This design comes from an exercise in tuning for small area, a short achievable clock period and few clock cycles on the open sky130 flow, not from production work.
In this exercise RTL edits were held to simulation tests only and were not proved equivalent to the original.
No activity file was given, so power comes from the tool's default toggle rates.

===== design/flow/design.v =====
`timescale 1ns / 1ps
module div_int(
	 input clk,
	 input rst,
	 input start,
    input [63:0] dnd,
    input [31:0] der,
    output [31:0] quo,
    output [31:0] rem,
    output err,
    output done
    );
reg [127:0] PA;
reg [127:0] res;
reg [5:0] cnt;
reg [63:0] B;
reg errf;
reg signND, signER;
reg run;
reg donef;
assign quo = res[31:0];
assign rem = res[95:64];
assign err = errf;
assign done = donef;
always @(posedge clk) begin
	if (rst) begin
		cnt = 6'b0;
		run = 1'b0;
		donef = 1'b0;
	end
	else begin
	donef = 1'b0;
	if (start) begin
		B[31:0] = der;
		B[63:32] = {der[31],der[31],der[31],der[31],der[31],der[31],der[31],der[31],der[31],der[31],der[31],der[31],der[31],der[31],der[31],der[31],
								der[31],der[31],der[31],der[31],der[31],der[31],der[31],der[31],der[31],der[31],der[31],der[31],der[31],der[31],der[31],der[31]};
		PA = {64'b0, dnd};
		if (B[63] == 1) begin
			signER = 1;
			B = {~B[63], ~B[62], ~B[61], ~B[60], ~B[59], ~B[58], ~B[57], ~B[56], ~B[55], ~B[54], ~B[53], ~B[52], ~B[51], ~B[50], ~B[49], ~B[48],
					 ~B[47], ~B[46], ~B[45], ~B[44], ~B[43], ~B[42], ~B[41], ~B[40], ~B[39], ~B[38], ~B[37], ~B[36], ~B[35], ~B[34], ~B[33], ~B[32],
					 ~B[31], ~B[30], ~B[29], ~B[28], ~B[27], ~B[26], ~B[25], ~B[24], ~B[23], ~B[22], ~B[21], ~B[20], ~B[19], ~B[18], ~B[17], ~B[16],
					 ~B[15], ~B[14], ~B[13], ~B[12], ~B[11], ~B[10], ~B[9], ~B[8], ~B[7], ~B[6], ~B[5], ~B[4], ~B[3], ~B[2], ~B[1], ~B[0]} + 1;
		end
		else begin
			signER = 0;
		end
		if (PA[63] == 1) begin
			signND = 1;
			PA = {~PA[63], ~PA[62], ~PA[61], ~PA[60], ~PA[59], ~PA[58], ~PA[57], ~PA[56], ~PA[55], ~PA[54], ~PA[53], ~PA[52], ~PA[51], ~PA[50], ~PA[49], ~PA[48],
						~PA[47], ~PA[46], ~PA[45], ~PA[44], ~PA[43], ~PA[42], ~PA[41], ~PA[40], ~PA[39], ~PA[38], ~PA[37], ~PA[36], ~PA[35], ~PA[34], ~PA[33], ~PA[32],
						~PA[31], ~PA[30], ~PA[29], ~PA[28], ~PA[27], ~PA[26], ~PA[25], ~PA[24], ~PA[23], ~PA[22], ~PA[21], ~PA[20], ~PA[19], ~PA[18], ~PA[17], ~PA[16],
						~PA[15], ~PA[14], ~PA[13], ~PA[12], ~PA[11], ~PA[10], ~PA[9], ~PA[8], ~PA[7], ~PA[6], ~PA[5], ~PA[4], ~PA[3], ~PA[2], ~PA[1], ~PA[0]} + 1;
		end
		else begin
			signND = 0;
		end
		errf = 0;
		if (B == 0) begin
			errf = 1;
		end
		cnt = 6'b0;
		run = 1'b1;
	end
	if (run) begin
	PA = PA << 1;
	if (PA[127] == 1) begin
		PA[127:64] = PA[127:64] + B;
	end
	else begin
		PA[127:64] = PA[127:64] - B;
	end
	if (PA[127] == 1) begin
		PA[0] = 0;
	end
	else begin
		PA[0] = 1;
	end
	cnt = cnt + 1;
	if (cnt == 0) begin
		if (PA[127] == 1) begin
			PA[127:64] = PA[127:64] + B;
		end
		res = PA;
		if (signER == 1) begin
			if (signND == 1) begin
				res[127:64] = -res[127:64];
			end
			else begin
				res[63:0] = -res[63:0];
			end
		end
		else begin
			if (signND == 1) begin
				res[63:0] = -res[63:0];
				res[127:64] = -res[127:64];
			end
			else begin
			end
		end
		run = 1'b0;
		donef = 1'b1;
	end
	end
	end
end
endmodule
`timescale 1ns / 1ps
module div_int_u(
	 input clk,
	 input rst,
	 input start,
    input [63:0] dnd,
    input [31:0] der,
    output [31:0] quo,
    output [31:0] rem,
    output err,
    output done
    );
reg [127:0] PA;
reg [127:0] res;
reg [5:0] cnt;
reg [63:0] B;
reg errf;
reg run;
reg donef;
assign quo = res[31:0];
assign rem = res[95:64];
assign err = errf;
assign done = donef;
always @(posedge clk) begin
	if (rst) begin
		cnt = 6'b0;
		run = 1'b0;
		donef = 1'b0;
	end
	else begin
	donef = 1'b0;
	if (start) begin
		B = {32'b0, der};
		PA = {64'b0, dnd};
		errf = 0;
		if (B == 0) begin
			errf = 1;
		end
		cnt = 6'b0;
		run = 1'b1;
	end
	if (run) begin
	PA = PA << 1;
	if (PA[127] == 1) begin
		PA[127:64] = PA[127:64] + B;
	end
	else begin
		PA[127:64] = PA[127:64] - B;
	end
	if (PA[127] == 1) begin
		PA[0] = 0;
	end
	else begin
		PA[0] = 1;
	end
	cnt = cnt + 1;
	if (cnt == 0) begin
		if (PA[127] == 1) begin
			PA[127:64] = PA[127:64] + B;
		end
		res = PA;
		run = 1'b0;
		donef = 1'b1;
	end
	end
	end
end
endmodule
`timescale 1ns / 1ps
module mul_int(
		input clk,
		input rst,
		input start,
		input wire [31:0]a,
		input wire [31:0]b,
		output wire [63:0]c,
		output wire done
		);
	reg [4:0] cnt;
	reg [63:0] tmp;
	reg [63:0] ans;
	reg [31:0] ra;
	reg [31:0] rb;
	reg [32:0] sum;
	reg run;
	reg donef;
	always @(posedge clk) begin
		if (rst) begin
			cnt = 5'b0;
			run = 1'b0;
			donef = 1'b0;
		end
		else begin
			donef = 1'b0;
			if (start) begin
				ra = a;
				rb = b;
				tmp = 64'b0;
				cnt = 5'b0;
				run = 1'b1;
			end
			if (run) begin
				if (ra[cnt] == 1'b1)
					sum = {1'b0, rb[31:0]} + {1'b0, tmp[63:32]};
				else
					sum = {1'b0, tmp[63:32]};
				tmp = {sum, tmp[31:1]};		 
				cnt = cnt + 5'b1;
				if (cnt == 5'b0) begin
					ans = tmp;
					run = 1'b0;
					donef = 1'b1;
				end
			end
		end
	end
	assign c = ans;
	assign done = donef;
endmodule
`timescale 1ns / 1ps
module div_float(
    input clk,
    input rst,
    input start,
    input [31:0] dnd,
    input [31:0] der,
    output [31:0] quo,
	 output err,
    output done
    );
reg errf;
reg [5:0] cnt;
reg [5:0] sft;
reg [7:0] e;
reg [127:0] PA;
reg [63:0] B;
reg [31:0] res;
reg [31:0] D;
reg [31:0] R;
reg run;
reg donef;
assign err = errf;
assign quo = res;
assign done = donef;
always @(posedge clk) begin
	if (rst) begin
		cnt = 6'b0;
		sft = 6'b0;
		run = 1'b0;
		donef = 1'b0;
	end
	else begin
	donef = 1'b0;
	if (start) begin
		D = dnd;
		R = der;
		PA = 0;
		PA[63:40] = {1'b1, dnd[22:0]};
		B = 0;
		B[23:0] = {1'b1, der[22:0]};
		e = dnd[30:23] - der[30:23] + 127;
		cnt = 6'b0;
		run = 1'b1;
	end
	if (run) begin
	PA = PA << 1;
	if (PA[127] == 1) begin
		PA[127:64] = PA[127:64] + B;
	end
	else begin
		PA[127:64] = PA[127:64] - B;
	end
	if (PA[127] == 1) begin
		PA[0] = 0;
	end
	else begin
		PA[0] = 1;
	end
	cnt = cnt + 1;
	if (cnt == 0) begin
		if (PA[63] == 1) begin
			sft = 0;
		end
		else if (PA[62] == 1) begin
			sft = 1;
		end
		else if (PA[61] == 1) begin
			sft = 2;
		end
		else if (PA[60] == 1) begin
			sft = 3;
		end
		else if (PA[59] == 1) begin
			sft = 4;
		end
		else if (PA[58] == 1) begin
			sft = 5;
		end
		else if (PA[57] == 1) begin
			sft = 6;
		end
		else if (PA[56] == 1) begin
			sft = 7;
		end
		else if (PA[55] == 1) begin
			sft = 8;
		end
		else if (PA[54] == 1) begin
			sft = 9;
		end
		else if (PA[53] == 1) begin
			sft = 10;
		end
		else if (PA[52] == 1) begin
			sft = 11;
		end
		else if (PA[51] == 1) begin
			sft = 12;
		end
		else if (PA[50] == 1) begin
			sft = 13;
		end
		else if (PA[49] == 1) begin
			sft = 14;
		end
		else if (PA[48] == 1) begin
			sft = 15;
		end
		else if (PA[47] == 1) begin
			sft = 16;
		end
		else if (PA[46] == 1) begin
			sft = 17;
		end
		else if (PA[45] == 1) begin
			sft = 18;
		end
		else if (PA[44] == 1) begin
			sft = 19;
		end
		else if (PA[43] == 1) begin
			sft = 20;
		end
		else if (PA[42] == 1) begin
			sft = 21;
		end
		else if (PA[41] == 1) begin
			sft = 22;
		end
		else if (PA[40] == 1) begin
			sft = 23;
		end
		else if (PA[39] == 1) begin
			sft = 24;
		end
		else if (PA[38] == 1) begin
			sft = 25;
		end
		else if (PA[37] == 1) begin
			sft = 26;
		end
		else if (PA[36] == 1) begin
			sft = 27;
		end
		else if (PA[35] == 1) begin
			sft = 28;
		end
		else if (PA[34] == 1) begin
			sft = 29;
		end
		else if (PA[33] == 1) begin
			sft = 30;
		end
		else if (PA[32] == 1) begin
			sft = 31;
		end
		else if (PA[31] == 1) begin
			sft = 32;
		end
		else if (PA[30] == 1) begin
			sft = 33;
		end
		else if (PA[29] == 1) begin
			sft = 34;
		end
		else if (PA[28] == 1) begin
			sft = 35;
		end
		else if (PA[27] == 1) begin
			sft = 36;
		end
		else if (PA[26] == 1) begin
			sft = 37;
		end
		else if (PA[25] == 1) begin
			sft = 38;
		end
		else if (PA[24] == 1) begin
			sft = 39;
		end
		else if (PA[23] == 1) begin
			sft = 40;
		end
		e = e - (sft+1) - 40 + 64;
		PA = PA << (sft+1);
		errf = 0;
		if (R == 0)
			errf = 1;
		if ((D[30] == R[30]) && (D[30] != e[7]))
			errf = 1;
		if ((D[30:23] == 8'b11111111) && (D[22:0] != 0))
			errf = 1;
		if ((R[30:23] == 8'b11111111) && (R[22:0] != 0))
			errf = 1;
		if (((D[30:23] == 8'b11111111) && (D[22:0] == 0)) && ((R[30:23] == 8'b11111111) && (R[22:0] == 0)))
			errf = 1;
		if ((D[30:23] == 8'b11111111) && (D[22:0] == 0)) begin
			res = D;
		end
		else if ((R[30:23] == 8'b11111111) && (R[22:0] == 0)) begin
			res = 32'b0;
		end
		else begin
			res[31] = D[31] ^ R[31];
			res[30:23] = e;
			res[22:0] = PA[63:41];
		end
		run = 1'b0;
		donef = 1'b1;
	end
	end
	end
end
endmodule
`timescale 1ns / 1ps
module calc_unit(
	input clk,
	input rst,
	input start,
	input [1:0] op,
	input [63:0] a,
	input [31:0] b,
	output busy,
	output done,
	output reg [63:0] result,
	output reg err
	);
wire [63:0] muluir;
wire [31:0] diviq, divir, divfr, divuq, divur;
wire err_di, err_du, err_df;
wire [3:0] dn;
reg running;
reg [1:0] op_r;
assign done = |dn;
assign busy = running & ~done;
wire go = start & ~busy;
always @(posedge clk) begin
	if (rst) begin
		running <= 1'b0;
		op_r <= 2'b0;
	end
	else if (go) begin
		running <= 1'b1;
		op_r <= op;
	end
	else if (done) begin
		running <= 1'b0;
	end
end
div_int divint0(clk, rst, go & (op == 2'd0), a, b, diviq, divir, err_di, dn[0]);
div_int_u divintu0(clk, rst, go & (op == 2'd1), a, b, divuq, divur, err_du, dn[1]);
mul_int mulint1(clk, rst, go & (op == 2'd2), a[31:0], b, muluir, dn[2]);
div_float divflt0(clk, rst, go & (op == 2'd3), a[31:0], b, divfr, err_df, dn[3]);
always @* begin
	case (op_r)
		2'd0: begin
			err = err_di;
			result = {diviq, divir};
		end
		2'd1: begin
			err = err_du;
			result = {divuq, divur};
		end
		2'd2: begin
			err = 1'b0;
			result = muluir;
		end
		default: begin
			err = err_df;
			result = {32'b0, divfr};
		end
	endcase
end
endmodule

===== design/flow/run.sh =====
#!/bin/bash
# synth_recipe.tcl (not shown) runs the flow's synth.tcl, then flattens the netlist and writes it again
# the make line also repeats each setting of config.mk as NAME=value (left out here)
make -C /OpenROAD-flow-scripts/flow DESIGN_CONFIG=/design/flow/config.mk WORK_HOME=/design/flow/orfs CLKGATE_MAP_FILE= SYNTH_SCRIPT=/design/flow/synth_recipe.tcl finish

===== design/flow/config.mk =====
export PLATFORM = sky130hd
export DESIGN_NAME = calc_unit
export DESIGN_NICKNAME = calc_unit
export VERILOG_FILES = /design/flow/design.v
export SDC_FILE = /design/flow/constraint.sdc
export NUM_CORES = 4
export LEC_CHECK = 0
export CAP_MARGIN = 20
export CORE_MARGIN = 2
export CORE_UTILIZATION = 40
export PLACE_DENSITY = 0.6
export SLEW_MARGIN = 20

===== design/flow/constraint.sdc =====
create_clock -name core_clock -period 15.0 [get_ports {clk}]
set_input_delay 3.0000 -clock core_clock [delete_from_list [all_inputs] [get_ports {clk}]]
set_output_delay 3.0000 -clock core_clock [all_outputs]
set_load 0.01 [all_outputs]

==> notes.md <==
worst min-delay path, stage by stage, from the launching register on:
cell and delay (ns):
dfxtp_1 0.31, nand2_1 0.05, a21oi_1 0.05
cell usage after synthesis (85+ instances only):
library cell     n  share of area
inv_1          290          0.013
ha_1           382          0.056
edfxtp_1      1001           0.35
clkbuf_1       417          0.018
xor2_1         195          0.020
a21o_1         244          0.021
o21a_1          85         0.0075
a31oi_1        158          0.012
nand2_1       1371          0.060
mux2i_1        424          0.050
mux2_2         157          0.021
nor2_1         773          0.034
o31ai_1         96         0.0084
o21ai_0        636          0.037
a21oi_1        728          0.043
and2_1         375          0.027
a211oi_1        87         0.0077
nor3_1         179          0.010
xnor2_1        442          0.045
nand3_1        150         0.0088
sequential cells by signal (all words and copies together), names as in the netlist, 63 cells and up:
signal and flops:
divflt0.PA 127, divint0.PA 127, divintu0.PA 127, divflt0.B 64, divint0.B 64, divint0.res 64
divintu0.B 64, divintu0.res 64, mulint1.ans 64, mulint1.tmp 63
stage by stage:
stage          utilization  std cells
6_report             0.448      12700
5_1_grt              0.448      12600
4_1_cts              0.448      12600
3_5_place_dp         0.426      12400
3_3_place_gp         0.426      12400
2_1_floorplan            -       9735
layout make-up:
class	instances	area, µm²	share of cell area
diodes	31	77.6	0.000816
clock inverters	79	1010	0.0106
multi-input cells	7826	51400	0.541
well taps	2821	3530	0.0371
repair buffers	389	3410	0.0358
flip-flops and latches	1041	30900	0.325
clock buffers	172	3610	0.0380
inverters	298	1130	0.0118
path summary, 6_finish.rpt:
kind                                    start                     endpoint  slack, ns  cells after the start
setup reg to reg    divintu0.donef$_SDFF_PP0_     divflt0.PA[44]$_DFFE_PN_       3.77                     29
hold reg to reg   divflt0.sft[3]$_SDFFE_PP0P_  divflt0.sft[3]$_SDFFE_PP0P_       0.46                      2
hold / removal    divflt0.sft[3]$_SDFFE_PP0P_  divflt0.sft[3]$_SDFFE_PP0P_       0.46                      2
setup / recovery                         a[9]    divint0.PA[126]$_DFFE_PN_       0.69                     43
metal layers:
| metal | vias to the layer above | GRT usage |
|---|---|---|
| li1 | 35700 | - |
| met1 | 38200 | 0.392 |
| met2 | 3919 | 0.463 |
| met3 | 884 | 0.0527 |
| met4 | 6 | 0.195 |
| met5 | - | 0 |
cell usage in the layout, fill, tap and decap left out, types with 85 or more instances in the layout:
| cell type | n |
|---|---|
| nand3_1 | 150 |
| inv_1 | 286 |
| mux2i_1 | 423 |
| a21o_1 | 244 |
| buf_4 | 214 |
| clkbuf_16 | 137 |
| nor3_1 | 177 |
| and2_1 | 375 |
| xnor2_1 | 438 |
| clkdlybuf4s50_1 | 164 |
| a21oi_1 | 727 |
| o21ai_0 | 635 |
| edfxtp_1 | 1001 |
| o21a_1 | 85 |
| a211oi_1 | 87 |
| xor2_1 | 195 |
| o31ai_1 | 95 |
| nor2_1 | 760 |
| nand2_1 | 1367 |
| ha_1 | 382 |
| mux2_2 | 157 |
| a31oi_1 | 158 |
power groups by stage:
stage / clock network [mW] / registers, mW / logic, mW
after global placement: 0 / 3.78 / 8.51
after floorplan: 0 / 3.78 / 6.23
after CTS: 3.49 / 3.73 / 8.63
final: 3.44 / 3.73 / 8.83
after global routing: 3.59 / 3.76 / 9.54
after detailed placement: 0 / 3.79 / 8.57
logic make-up (layout without fill, tap and decap cells):
family / after synthesis / after routing / share of synthesized area
DFF: 1041 / 1041 / 0.361
muxes: 642 / 642 / 0.0862
adders and majority gates: 390 / 390 / 0.0579
other: 0 / 31 / 0
and+or+nand+nor: 3441 / 3441 / 0.188
xor gates and xnor gates: 638 / 638 / 0.0655
buffers and inverters: 868 / 938 / 0.0393
AOI/OAI and AO/OA: 2715 / 2715 / 0.202
==> impl_results.md <==
- Status: finished clean
- CP Buf/Inv Count: 5
- IO Port Bufs: 167
- Total gr overflow: 0
- Crit path kind: in2reg
- Mapped Cells: 9735
- # setup viols final: 0
- Slew Viols, Final: 0
- CTS buffer count: 136
- Met2 WL: 149000 µm
- Vias in the first global route: 74500
- Syn Nets: 10200
- RSZ-0062 raised after global routing: false
- Root Buffer: clkbuf_16
- Layout Cell Area excl Fill: 95100 µm²
- Worst path slowest cell: clkdlybuf4s50_1
- DP HPWL: 253000 µm
- Avg Cell Area, Syn: 8.77 µm²
- Final ANT Viol Nets: 0
- Synthesized area: 85400 µm²
- 1st-iter DRT viols: 9213
- Ys Warns: 5
- Final net count: 10200
- Largest stage delay, worst path: 0.69 ns
- M1 WL: 137000 µm
- Max cap viols: 0
- CTS tree: built
- Post-CTS resize count: 0
- Routed WL per cell: 26.8 µm
- Largest net degree at the start of global routing: 149
- Combinational Power Share: 0.552
- First-pass GRT wire length: 494000 µm
- Period utilization: 0.954
- NetSw: 7.14 mW
- Post-route setup slack: 0.694 ns
- Leakage: 36.7 nW
- DP Area: 90300 µm²
- Ports: 168
- DR DRC count: 0
- Cts hold-fix bufs: 0
- Post-synth EDFFs: 1001
- Relative slew slack: 0.169
- Total Wirelength: 340000 µm
- Worst skew pair latency: 0.86 ns
- H-tree depth: 4
- Pre-CTS WS: 0.291 ns
- Library cells used by synthesis: 105
- VDD IR max: 0.000131 V
- Startpoint types: input port
- GP Congestion: 1.02
- CP arrival: 14.84 ns
- Vias: 78800
- FFs w/ async S/R, synth: 0
- Die W: 466 µm
- Area grow syn2layout: 11.3%
- TNS Setup: 0 ns
- Max clock buf depth: 3
- Register area share after synthesis: 0.361
- Crit path required time: 15.53 ns
- Power Total: 16.0 mW
- Die area: 217000 µm²
- Cell Pwr Density: 168 nW/µm²
- Crit end category: flip-flop
- Core area: 212000 µm²
- Setup Buffers After CTS: 0
- P_int: 8.87 mW
- Worst-Margin Slew: 1.25 ns
- Final Hold Viols: 0
- Max layer used: met5
- Share of cells above drive strength 1: 0.0802
- TritonCTS Sinks: 1041
- DR pass1 iterations: 8
- Fillers: 20600
- Rows: 169
- Top FF cell, synth: edfxtp_1
- Achievable clock frequency: 69.9 MHz
- Fin crit period: 14.31 ns
- Routed wl met3: 29800 µm
- Chip height: 466 µm
- Clk slew on worst S/H paths: 0.06 ns
- DR vias/cell: 6.22
- FF+latch count, synth: 1041
- Kind of path behind the tightest hold check: reg2reg
- Max Clock Skew: 0.0757 ns
- Sw frac: 0.446
- Clock Power Share: 0.215
- Initial antenna violation count: 39
- Starting density of the core: 0.403
- Worst Path Max Fanout: 5
- Total track usage: 0.302
- CP top delay family: simple AND/OR/NAND/NOR gates
- Hold slack: 0.456 ns
- Reg power frac: 0.233
Testbench counts, summed over its fixed seeds: cycles 179,744.

-- static timing again, ports no longer ideal --
No port has a modelled driver above. Below, the same layout with a new extraction and two added sets of constraints.
Step 1: set_driving_cell puts a clkbuf_16 on clk and a buf_2 on each other input, an assumption about the parent block.
Step 2 moves the port delays by t, midway between the first and last clock arrival at a register: inputs arrive t later, outputs are due t later. That takes back most of the time a late clock gives input paths.
Slacks: ideal / step 1 / step 2; pairs: ideal / step 1.
t (ns): 0.917
slack for setup (ns): 0.694 / 0.731 / -0.187
worst register clock-pin slew, ns: 0.07 / 0.07
With both steps, setup timing fails in this run, where it was met with ideal ports. For this run, drivers alone change the setup slack by +0.037 ns; drivers and shift together by -0.881 ns.
